What follows belongs to an exercise in optimizing a design on an open flow for small area and a short achievable clock period; a production flow would make more cautious choices. Function was checked by simulation only, so behaviour that the tests miss may differ from the original. Power and IR drop assume default switching activity.

Design divider, start of the top module:
module divider
(
    input              clk,
    input              reset,
    input  [31:0]      A,
    input  [31:0]      B,
    input              start,
    input  [7:0]       Physical_address_in,
    input  [31:0]      PC_in,
    input              divider_op_in,
    output             divide_zero_exception,
    output [31:0]      Result,
    output [7:0]       Physical_address_out,
    output [31:0]      PC_out,
    output             done
);
export LEC_CHECK = 0
export ABC_AREA = 1
export CAP_MARGIN = 5
export CORE_MARGIN = 2
export CORE_UTILIZATION = 40
export CTS_CLUSTER_DIAMETER = 100
export CTS_CLUSTER_SIZE = 28
export GPL_TIMING_DRIVEN = 0
export SLEW_MARGIN = 5
create_clock -name core_clock -period 8.0 [get_ports {clk}]
standard.sh (not shown) runs the stock make flow with config.mk's settings and CLKGATE_MAP_FILE= SYNTH_SCRIPT=/design/flow/synth_recipe.tcl, a recipe that flattens the netlist after the stock synthesis.
==> flow/flow/run.sh <==
#!/bin/bash
set -euo pipefail
export BUFFER_PORTS_ARGS="-buffer_cell sky130_fd_sc_hd__buf_2"
export RECOVER_POWER=100
bash standard.sh > standard.log 2>&1
The first run completed with no timing, DRC or antenna violations.
Testbench counts at the start, summed over its fixed seeds: latency 120,000, ops 24,000.
Rerun with:
==> flow/run.sh (new file) <==
#!/bin/bash
# synth_recipe.tcl (not shown) runs the flow's synth.tcl, then flattens the netlist and writes it again
# the make line also repeats each setting of config.mk as NAME=value (left out here)
make -C /OpenROAD-flow-scripts/flow DESIGN_CONFIG=/design/flow/config.mk WORK_HOME=/design/flow/orfs CLKGATE_MAP_FILE= SYNTH_SCRIPT=/design/flow/synth_recipe.tcl finish
Settings changed: CAP_MARGIN 5 to 20, CTS_CLUSTER_DIAMETER 100 to 80, CTS_CLUSTER_SIZE 28 to 32, SLEW_MARGIN 5 to 20.
removed: flow/flow/run.sh
removed: flow/standard.sh
=>
- via count goes up slightly
- design area goes up by a few percent
- die area does not change
- setup slack gets worse by 99 ps
- sequential share of layout area goes down by 0.45 points
- sequential power stays flat

* * *

== run A ==
Starting RTL as in the previous note.
clock: 8.0 ns
lec_check: 0
abc_area: 1
cap_margin: 20
core_margin: 2
core_utilization: 40
gpl_timing_driven: 0
slew_margin: 20
run.sh (not shown) runs the stock make flow with config.mk's settings and CLKGATE_MAP_FILE= SYNTH_SCRIPT=/design/flow/synth_recipe.tcl, a recipe that flattens the netlist after the stock synthesis.
Stock flow here: none of the scripts above is used.
Testbench counts of run A, summed over its fixed seeds: latency 120,000, ops 24,000.
diff inputs: run A => run B
- CTS_CLUSTER_SIZE now 28, previously not set
- SLEW_MARGIN now 5, was 20
- CTS_CLUSTER_DIAMETER now 100, previously not set
- SETUP_SLACK_MARGIN now 0.1, previously not set
- CAP_MARGIN now 5, was 20
==> flow/flow/run.sh (new file) <==
#!/bin/bash
set -euo pipefail
export BUFFER_PORTS_ARGS="-buffer_cell sky130_fd_sc_hd__buf_2"
export RECOVER_POWER=100
bash standard.sh > standard.log 2>&1
==> flow/standard.sh (new file) <==
#!/bin/bash
# synth_recipe.tcl (not shown) runs the flow's synth.tcl, then flattens the netlist and writes it again
# the make line also repeats each setting of config.mk as NAME=value (left out here)
make -C /OpenROAD-flow-scripts/flow DESIGN_CONFIG=/design/flow/config.mk WORK_HOME=/design/flow/orfs CLKGATE_MAP_FILE= SYNTH_SCRIPT=/design/flow/synth_recipe.tcl "${@:-finish}"
removed: flow/run.sh
--- outcome ---
- Compared with run A, run B shows a critical path depth that is 30 higher.
- Looking at the reports, run B completed the entire flow and the layout it produced met the timing, design-rule and antenna checks.
- Diff run B and run A: transition time at the pin with the least slew margin higher in run B
- Clock transition at the registers of the reported paths in run B is 40 ps above run A.
- Relative to run A, clock power share has decreased by 8.7 points in run B.
- Run B against run A; net switching power is down by a few percent.
- Synthesized area came out exactly the same in run B and run A.
- Clock buffer count from CTS: run B lower than run A
- Initial antenna violation count for run B: 8 down relative to run A
- On worst reg-to-reg setup slack, run A tracks run B almost exactly.
- Run B vs run A: minimum period implied by the final worst setup slack down in run B
- Setup slack: run B higher than run A
--- input diff run B..run C ---
- changing CORE_UTILIZATION from 40 to 45
## What came out
Re per-cell via count in the routed design: run C is 0.079 up on run B. Fill cell total of the finished layout in run C is 1949 lower than in run B. Summary — time the final worst path needs with I/O delays and setup, run C relative to run B: lower, by 31 ps. Summary: with run B as the reference, HPWL reported at the end of detailed placement in run C moved down by a few percent. Compared with run B, run C shows a wire length of the first global-routing pass that is 3.0% lower. Run C: all stages complete, timing, DRC and antenna checks passed. From run B to run C the numbers moved as follows: power share of the clock group higher, fraction of power spent switching nets lower, aggregate routed wire length dropped about 2.3%, non-filler instance count after layout went down about 1.8%, worst hold slack after final layout saw little to no change. [run C] worst setup slack rose 31 ps relative to run B.
Modified inputs, run D compared to run C
- SLEW_MARGIN: 5 -> 20
- CTS_CLUSTER_DIAMETER: 100 -> 60
- CAP_MARGIN: 5 -> 20
- CORE_UTILIZATION: 45 -> 40
- SETUP_SLACK_MARGIN: 0.1 -> unset
- CTS_CLUSTER_SIZE: 28 -> 20
==> flow/run.sh (new file) <==
#!/bin/bash
# synth_recipe.tcl (not shown) runs the flow's synth.tcl, then flattens the netlist and writes it again
# the make line also repeats each setting of config.mk as NAME=value (left out here)
make -C /OpenROAD-flow-scripts/flow DESIGN_CONFIG=/design/flow/config.mk WORK_HOME=/design/flow/orfs CLKGATE_MAP_FILE= SYNTH_SCRIPT=/design/flow/synth_recipe.tcl finish
removed: flow/flow/run.sh
removed: flow/standard.sh
Notes after the runs:
- The wire length was comparable across run C and run D.
- Run D vs. run C: upper clock frequency limit lost 0.00075 GHz, cell area after layout rose 2.6%, clock transition at the registers of the reported paths decreased by 20 ps relative to the old numbers, power grew by about 10%.
- Run D ends up with a largest net degree at the start of global routing that is 28% lower than in run C.
- Final weighted congestion of routability-driven global placement in run D vs run C: up about 1.7%
[inputs] run E vs run D
- CTS_CLUSTER_SIZE changed from 20 to 28
- SLEW_MARGIN changed from 20 to 5
- CTS_CLUSTER_DIAMETER changed from 60 to 100
- SETUP_SLACK_MARGIN newly set to 0.25
- CAP_MARGIN changed from 20 to 5
==> flow/flow/run.sh (new file) <==
#!/bin/bash
set -euo pipefail
export BUFFER_PORTS_ARGS="-buffer_cell sky130_fd_sc_hd__buf_2"
export RECOVER_POWER=100
bash standard.sh > standard.log 2>&1
==> flow/standard.sh (new file) <==
#!/bin/bash
# synth_recipe.tcl (not shown) runs the flow's synth.tcl, then flattens the netlist and writes it again
# the make line also repeats each setting of config.mk as NAME=value (left out here)
make -C /OpenROAD-flow-scripts/flow DESIGN_CONFIG=/design/flow/config.mk WORK_HOME=/design/flow/orfs CLKGATE_MAP_FILE= SYNTH_SCRIPT=/design/flow/synth_recipe.tcl "${@:-finish}"
removed: flow/run.sh
Between run D and run E, peak ir drop on the vdd network is higher for run D, run E comes in under that.
d3[18] as the worst setup path startpoint was reported by run D, and e4[13] by run E.
Of run E and run D, it is run E that has the lower maximum level of the CTS H-tree.
Run D -> run E: sequential share of layout area flat
Compared run E against run D; maximum frequency within noise.
Number of endpoints with negative hold slack in the final report: run D vs run E identical
Between run D and run E, the leakage power figure is higher for run D.
Multi-input combinational cell count: run D vs run E, no meaningful difference
Number of instances on the worst hold path essentially unchanged between run E and run D.
Going from run D to run E, wire length grew by a few percent.
Worst hold slack for run E: 24 ps up relative to run D
Relative to run D, first-iteration DRC count has decreased by 686 in run E.
diff inputs: run E => run F
- changing CAP_MARGIN from 5 to 20
- changing SLEW_MARGIN from 5 to 20
- removing SETUP_SLACK_MARGIN (formerly 0.25)
==> comparison <==
Run F against run E: power decreased 2.4%; setup slack lower; ratio of final minimum period to clock period has increased. Every stage of the flow completed for run E, and the final layout passed the timing, design-rule and antenna checks. Run F reached the final stage; the timing, design-rule and antenna checks on its layout passed. In the reports for run E and run F, the smaller minimum clock period belongs to run E. In the tables for run E and run F, final area reads lower with run F.

* * *

## oak
Starting RTL as in the previous note.
==> flow/design.v (excerpt) <==
module divider
(
    input              clk,
    input              reset,
    input  [31:0]      A,
    input  [31:0]      B,
    input              start,
    input  [7:0]       Physical_address_in,
    input  [31:0]      PC_in,
    input              divider_op_in,
    output             divide_zero_exception,
    output [31:0]      Result,
    output [7:0]       Physical_address_out,
    output [31:0]      PC_out,
    output             done
);
clock: 8.0 ns
lec_check: 0
abc_area: 1
cap_margin: 20
core_margin: 2
core_utilization: 40
cts_cluster_diameter: 100
cts_cluster_size: 28
gpl_timing_driven: 0
setup_slack_margin: 0.1
slew_margin: 20
standard.sh (not shown) runs the stock make flow with config.mk's settings and CLKGATE_MAP_FILE= SYNTH_SCRIPT=/design/flow/synth_recipe.tcl, a recipe that flattens the netlist after the stock synthesis.
==> flow/flow/run.sh <==
#!/bin/bash
set -euo pipefail
export BUFFER_PORTS_ARGS="-buffer_cell sky130_fd_sc_hd__buf_2"
export RECOVER_POWER=100
bash standard.sh > standard.log 2>&1
Testbench counts of oak, summed over its fixed seeds: latency 120,000, ops 24,000.
Input changes introduced in pine (baseline for comparison: oak):
Settings: a change of CAP_MARGIN from 20 to 5; a change of SLEW_MARGIN from 20 to 5.
==> flow/flow/run.sh <==
#!/bin/bash
set -euo pipefail
export BUFFER_PORTS_ARGS="-buffer_cell sky130_fd_sc_hd__buf_1"
export RECOVER_POWER=100

bash standard.sh > standard.log 2>&1
Notes after the runs:
pine: done, clean on timing, DRC and antenna. Comparing pine and oak, the higher met1 capacity usage during global routing is on oak. pine vs oak, largest stage delay on the critical path went down by 0.04 ns. Sort pine and oak by relative max-transition margin desc -> top: pine. pine ended with less static power due to leakage than oak. Between pine and oak, the difference in area of all placed cells without fillers is negligible. Compared with oak, in pine vias after detailed routing barely changed; depth of the most critical reg-to-reg path dropped about 4%. pine and oak ended up with nearly the same signal arrival time at the worst endpoint.
Inputs modified between pine and birch:
Settings: swapping 5 for 20 in CAP_MARGIN; swapping 5 for 20 in SLEW_MARGIN; clearing SETUP_SLACK_MARGIN, which used to be 0.1.
==> flow/run.sh (new file) <==
#!/bin/bash
# synth_recipe.tcl (not shown) runs the flow's synth.tcl, then flattens the netlist and writes it again
# the make line also repeats each setting of config.mk as NAME=value (left out here)
make -C /OpenROAD-flow-scripts/flow DESIGN_CONFIG=/design/flow/config.mk WORK_HOME=/design/flow/orfs CLKGATE_MAP_FILE= SYNTH_SCRIPT=/design/flow/synth_recipe.tcl finish
removed: flow/flow/run.sh
removed: flow/standard.sh
## What came out
Footprint of the multi-input gates ended up 0.82% lower on birch than on pine. Delta (birch minus pine): count of clock-buffer cells in the layout increased 2, final clock period utilization by the worst path barely changed.

* * *

Starting RTL as in the previous note.
clock: 8.0 ns
lec_check: 0
abc_area: 1
cap_margin: 5
core_margin: 2
core_utilization: 40
cts_cluster_diameter: 100
cts_cluster_size: 28
gpl_routability_driven: 0
gpl_timing_driven: 0
setup_slack_margin: 0.1
slew_margin: 5
==> flow/flow/run.sh <==
#!/bin/bash
set -euo pipefail
export BUFFER_PORTS_ARGS="-buffer_cell sky130_fd_sc_hd__buf_2"
export RECOVER_POWER=100
bash standard.sh > standard.log 2>&1
Testbench counts at the start, summed over its fixed seeds: latency 120,000, ops 24,000.
Rerun with:
==> flow/run.sh (new file) <==
#!/bin/bash
# synth_recipe.tcl (not shown) runs the flow's synth.tcl, then flattens the netlist and writes it again
# the make line also repeats each setting of config.mk as NAME=value (left out here)
make -C /OpenROAD-flow-scripts/flow DESIGN_CONFIG=/design/flow/config.mk WORK_HOME=/design/flow/orfs CLKGATE_MAP_FILE= SYNTH_SCRIPT=/design/flow/synth_recipe.tcl finish
- CAP_MARGIN: 5 -> 20
- CTS_CLUSTER_DIAMETER: 100 -> not set
- CTS_CLUSTER_SIZE: 28 -> 24
- GPL_ROUTABILITY_DRIVEN: 0 -> not set
- SETUP_SLACK_MARGIN: 0.1 -> not set
- SLEW_MARGIN: 5 -> 20
removed: flow/flow/run.sh
removed: flow/standard.sh
Register-to-register slack stays flat.
Via count is higher slightly.
Critical path depth decreases by 30.
First-iteration DRC count went up slightly.

* * *

== v12 ==
divider again, from the RTL that the note above started with.
Design divider, start of the top module:
module divider
(
    input              clk,
    input              reset,
    input  [31:0]      A,
    input  [31:0]      B,
    input              start,
    input  [7:0]       Physical_address_in,
    input  [31:0]      PC_in,
    input              divider_op_in,
    output             divide_zero_exception,
    output [31:0]      Result,
    output [7:0]       Physical_address_out,
    output [31:0]      PC_out,
    output             done
);
    wire [31:0] x0 = A;
    wire [31:0] d0 = B;
    wire [33:0] e0 = {2'b0, B} + {1'b0, B, 1'b0};   
    wire        v0 = start;
    wire        op0 = divider_op_in;
    wire        z0 = (A != 32'd0) && (B == 32'd0);
    wire [7:0]  pa0 = Physical_address_in;
    wire [31:0] pc0 = PC_in;
    wire [31:0] x0_0 = x0;
    wire [1:0] s0_0_x = x0_0[31:30];
    wire [34:0] s0_0_m0 = 35'd0;
    wire [34:0] s0_0_m1 = {3'b0, d0};
    wire s0_0_h1 = ~|s0_0_m1[34:2];
    wire [1:0] s0_0_n1 = s0_0_m1[1:0];
    wire [1:0] s0_0_s1_g0 = s0_0_x & ~s0_0_n1;
    wire [1:0] s0_0_s1_p0 = ~(s0_0_x ^ s0_0_n1);
    wire [1:0] s0_0_s1_G0 = {s0_0_s1_g0[1:1], s0_0_s1_g0[0] | s0_0_s1_p0[0]};
    wire [1:0] s0_0_s1_P0 = s0_0_s1_p0;
    wire s0_0_s1_l0_1_g = s0_0_s1_G0[1] | (s0_0_s1_P0[1] & s0_0_s1_G0[0]);
    wire s0_0_s1_l0_1_p = s0_0_s1_P0[1] & s0_0_s1_P0[0];
    wire s0_0_s1_co = s0_0_s1_l0_1_g;
    wire [1:0] s0_0_s1_cin = {s0_0_s1_G0[0], 1'b1};
    wire [1:0] s0_0_s1_df = s0_0_s1_p0 ^ s0_0_s1_cin;
    wire [2:0] s0_0_d1 = {~s0_0_s1_co, s0_0_s1_df};
    wire s0_0_c1 = s0_0_h1 & s0_0_s1_co;
    wire [34:0] s0_0_m2 = {2'b0, d0, 1'b0};
    wire s0_0_h2 = ~|s0_0_m2[34:2];
    wire [1:0] s0_0_n2 = s0_0_m2[1:0];
    wire [1:0] s0_0_s2_g0 = s0_0_x & ~s0_0_n2;
    wire [1:0] s0_0_s2_p0 = ~(s0_0_x ^ s0_0_n2);
    wire [1:0] s0_0_s2_G0 = {s0_0_s2_g0[1:1], s0_0_s2_g0[0] | s0_0_s2_p0[0]};
    wire [1:0] s0_0_s2_P0 = s0_0_s2_p0;
    wire s0_0_s2_l0_1_g = s0_0_s2_G0[1] | (s0_0_s2_P0[1] & s0_0_s2_G0[0]);
    wire s0_0_s2_l0_1_p = s0_0_s2_P0[1] & s0_0_s2_P0[0];
    wire s0_0_s2_co = s0_0_s2_l0_1_g;
    wire [1:0] s0_0_s2_cin = {s0_0_s2_G0[0], 1'b1};
    wire [1:0] s0_0_s2_df = s0_0_s2_p0 ^ s0_0_s2_cin;
  ...
export LEC_CHECK = 0
export ABC_AREA = 1
export CAP_MARGIN = 5
export CORE_MARGIN = 2
export CORE_UTILIZATION = 40
export CTS_CLUSTER_DIAMETER = 100
export CTS_CLUSTER_SIZE = 28
export GPL_TIMING_DRIVEN = 0
export SETUP_SLACK_MARGIN = 0.1
export SLEW_MARGIN = 5
create_clock -name core_clock -period 8.0 [get_ports {clk}]
==> flow/flow/run.sh <==
#!/bin/bash
set -euo pipefail
export BUFFER_PORTS_ARGS="-buffer_cell sky130_fd_sc_hd__buf_2"
export RECOVER_POWER=100
export SKIP_GATE_CLONING=1
bash standard.sh > standard.log 2>&1
v12 did not stop at any stage, and its layout met the timing, design-rule and antenna checks.
Testbench counts of v12, summed over its fixed seeds: latency 120,000, ops 24,000.
Input-level comparison between v57 and v12:
- swapping 5 for 20 in CAP_MARGIN
- swapping 100 for 60 in CTS_CLUSTER_DIAMETER
- swapping 0.1 for 0.4 in SETUP_SLACK_MARGIN
- swapping 5 for 20 in SLEW_MARGIN
- swapping 28 for 20 in CTS_CLUSTER_SIZE
==> flow/run.sh (new file) <==
#!/bin/bash
# synth_recipe.tcl (not shown) runs the flow's synth.tcl, then flattens the netlist and writes it again
# the make line also repeats each setting of config.mk as NAME=value (left out here)
make -C /OpenROAD-flow-scripts/flow DESIGN_CONFIG=/design/flow/config.mk WORK_HOME=/design/flow/orfs CLKGATE_MAP_FILE= SYNTH_SCRIPT=/design/flow/synth_recipe.tcl finish
removed: flow/flow/run.sh
removed: flow/standard.sh
==> comparison <==
The final layout from v57, which completed every stage, passed the timing, design-rule and antenna checks at the end of the flow. [v57] arrival time at the worst endpoint fell 0.30 ns relative to v12. The required time at the worst-slack endpoint in v57 sits 0.04 ns below the value recorded for v12. v57 vs v12, non-clock buffer total of the final layout went up by 101. Period utilization: v57 vs v12 down 3.2 points.
#### Input delta (v9 over v57)
- swapping 0.4 for 0.8 in SETUP_SLACK_MARGIN
Findings:
- The final reports for v9 and v57 show final-layout worst hold slack higher in the former.
- Compared v9 against v57; peak clock frequency supported by timing within noise.
- Diff v57..v9 | sequential cell area | negligible
- Routed wire length up 3.3% in v9 wrt v57
- v9 vs. v57: depth of the worst register-to-register path higher, final cell area excluding filler cells higher, power dissipated in sequential cells roughly the same, part of the total power dissipated in the clock network roughly the same, routed metal-1 wire length higher.
- When v9 is measured against v57, its post-route fraction of the period consumed by the critical path turns out 0.21 points higher.
- Compared with v57, v9 shows average routed wire per standard cell that has gone up by a few percent.
Relative to v9, the following input files were edited for v46:
- CTS_CLUSTER_SIZE changed from 20 to 28
- SLEW_MARGIN changed from 20 to 5
- CTS_CLUSTER_DIAMETER changed from 60 to 100
- SETUP_SLACK_MARGIN changed from 0.8 to 0.5
- CAP_MARGIN changed from 20 to 5
==> flow/flow/run.sh (new file) <==
#!/bin/bash
set -euo pipefail
export BUFFER_PORTS_ARGS="-buffer_cell sky130_fd_sc_hd__buf_2"
export RECOVER_POWER=100
bash standard.sh > standard.log 2>&1
==> flow/standard.sh (new file) <==
#!/bin/bash
# synth_recipe.tcl (not shown) runs the flow's synth.tcl, then flattens the netlist and writes it again
# the make line also repeats each setting of config.mk as NAME=value (left out here)
make -C /OpenROAD-flow-scripts/flow DESIGN_CONFIG=/design/flow/config.mk WORK_HOME=/design/flow/orfs CLKGATE_MAP_FILE= SYNTH_SCRIPT=/design/flow/synth_recipe.tcl "${@:-finish}"
removed: flow/run.sh
Results
- As far as layout inverter count without the clock tree is concerned, v46 and v9 perform about the same.
- From v9 to v46 the numbers moved as follows: xor-xnor portion of the synthesized cell area comparable; number of gates on the worst path with buffers counted now sits lower; cell area went down by 0.0021 mm2; minimum clock period after layout went up 0.16 ns; count of clock-net buffers in the final layout decreased by 44 relative to the old numbers.
The inputs of v37 differ from those of v46 as listed below.
- changing SETUP_SLACK_MARGIN from 0.5 to 0.1
- setting PLACE_DENSITY to 0.7 for the first time
diff --git a/flow/flow/run.sh b/flow/flow/run.sh
--- a/flow/flow/run.sh
+++ b/flow/flow/run.sh
@@ -4,0 +5 @@
+
--- outcome ---
Summary — slack of the worst reg-to-reg path, v37 relative to v46: lower, by 0.14 ns.
Diff v46..v37 | post-synthesis adder-cell area fraction | unchanged
On number of global-route vias before repair: between v37 and v46, it ends up lower for v37.
Comparing v37 and v46, the lower placer's final routability congestion estimate is on v46.
Worst setup slack in v37 is 0.14 ns below v46.

==> port drivers added, routing unchanged <==
The results above use ideal ports. As a check the final layouts listed here were re-extracted and re-timed, cells and wires unchanged. Step 1 sets driving cells, clkbuf_16 on the clock port and buf_2 on the other inputs (assumed; they add their load-dependent delay and slew). Step 2 times the ports against the registers' clock, not the clock port: input delays grow and output delays shrink by t, the midpoint of the rising clock arrivals with the driver on. Slacks: ideal / step 1 / step 2; pairs: ideal / step 1.
run	t, ns	setup WS [ns]	worst setup path after step 2	worst register clock-pin slew, ns
the first run of note 1	0.746	0.330 / 0.330 / 0.021	input to register	0.11 / 0.11
the second run of note 1	0.766	0.231 / 0.153 / -0.114	input to register	0.11 / 0.11
run A	0.777	0.264 / 0.182 / -0.103	input to register	0.07 / 0.07
run B	0.749	0.298 / 0.298 / -0.042	input to register	0.11 / 0.11
run C	0.754	0.328 / 0.328 / -0.196	input to register	0.11 / 0.11
run D	0.762	0.284 / 0.271 / -0.101	input to register	0.08 / 0.08
run E	0.748	0.295 / 0.295 / 0.077	input to register	0.11 / 0.11
run F	0.740	0.277 / 0.277 / -0.077	input to register	0.11 / 0.11
oak	0.740	0.288 / 0.288 / -0.110	input to register	0.11 / 0.11
pine	0.744	0.275 / 0.275 / -0.143	input to register	0.12 / 0.12
birch	0.777	0.269 / 0.190 / -0.120	input to register	0.11 / 0.11
the first run of note 4	0.744	0.299 / 0.299 / -0.079	input to register	0.12 / 0.12
the second run of note 4	0.777	0.264 / 0.182 / -0.103	input to register	0.07 / 0.07
v12	0.749	0.298 / 0.298 / -0.042	input to register	0.11 / 0.11
v57	0.762	0.556 / 0.556 / 0.100	input to register	0.08 / 0.08
v9	0.784	0.540 / 0.540 / -0.035	input to register	0.08 / 0.08
v46	0.750	0.376 / 0.376 / -0.013	input to register	0.11 / 0.11
v37	0.748	0.234 / 0.234 / -0.100	input to register	0.11 / 0.11
With both steps, setup timing fails in 15 of these runs, where it was met with ideal ports. For v9, which loses most, drivers alone change the setup slack by 0.000 ns; drivers and shift together by -0.575 ns.
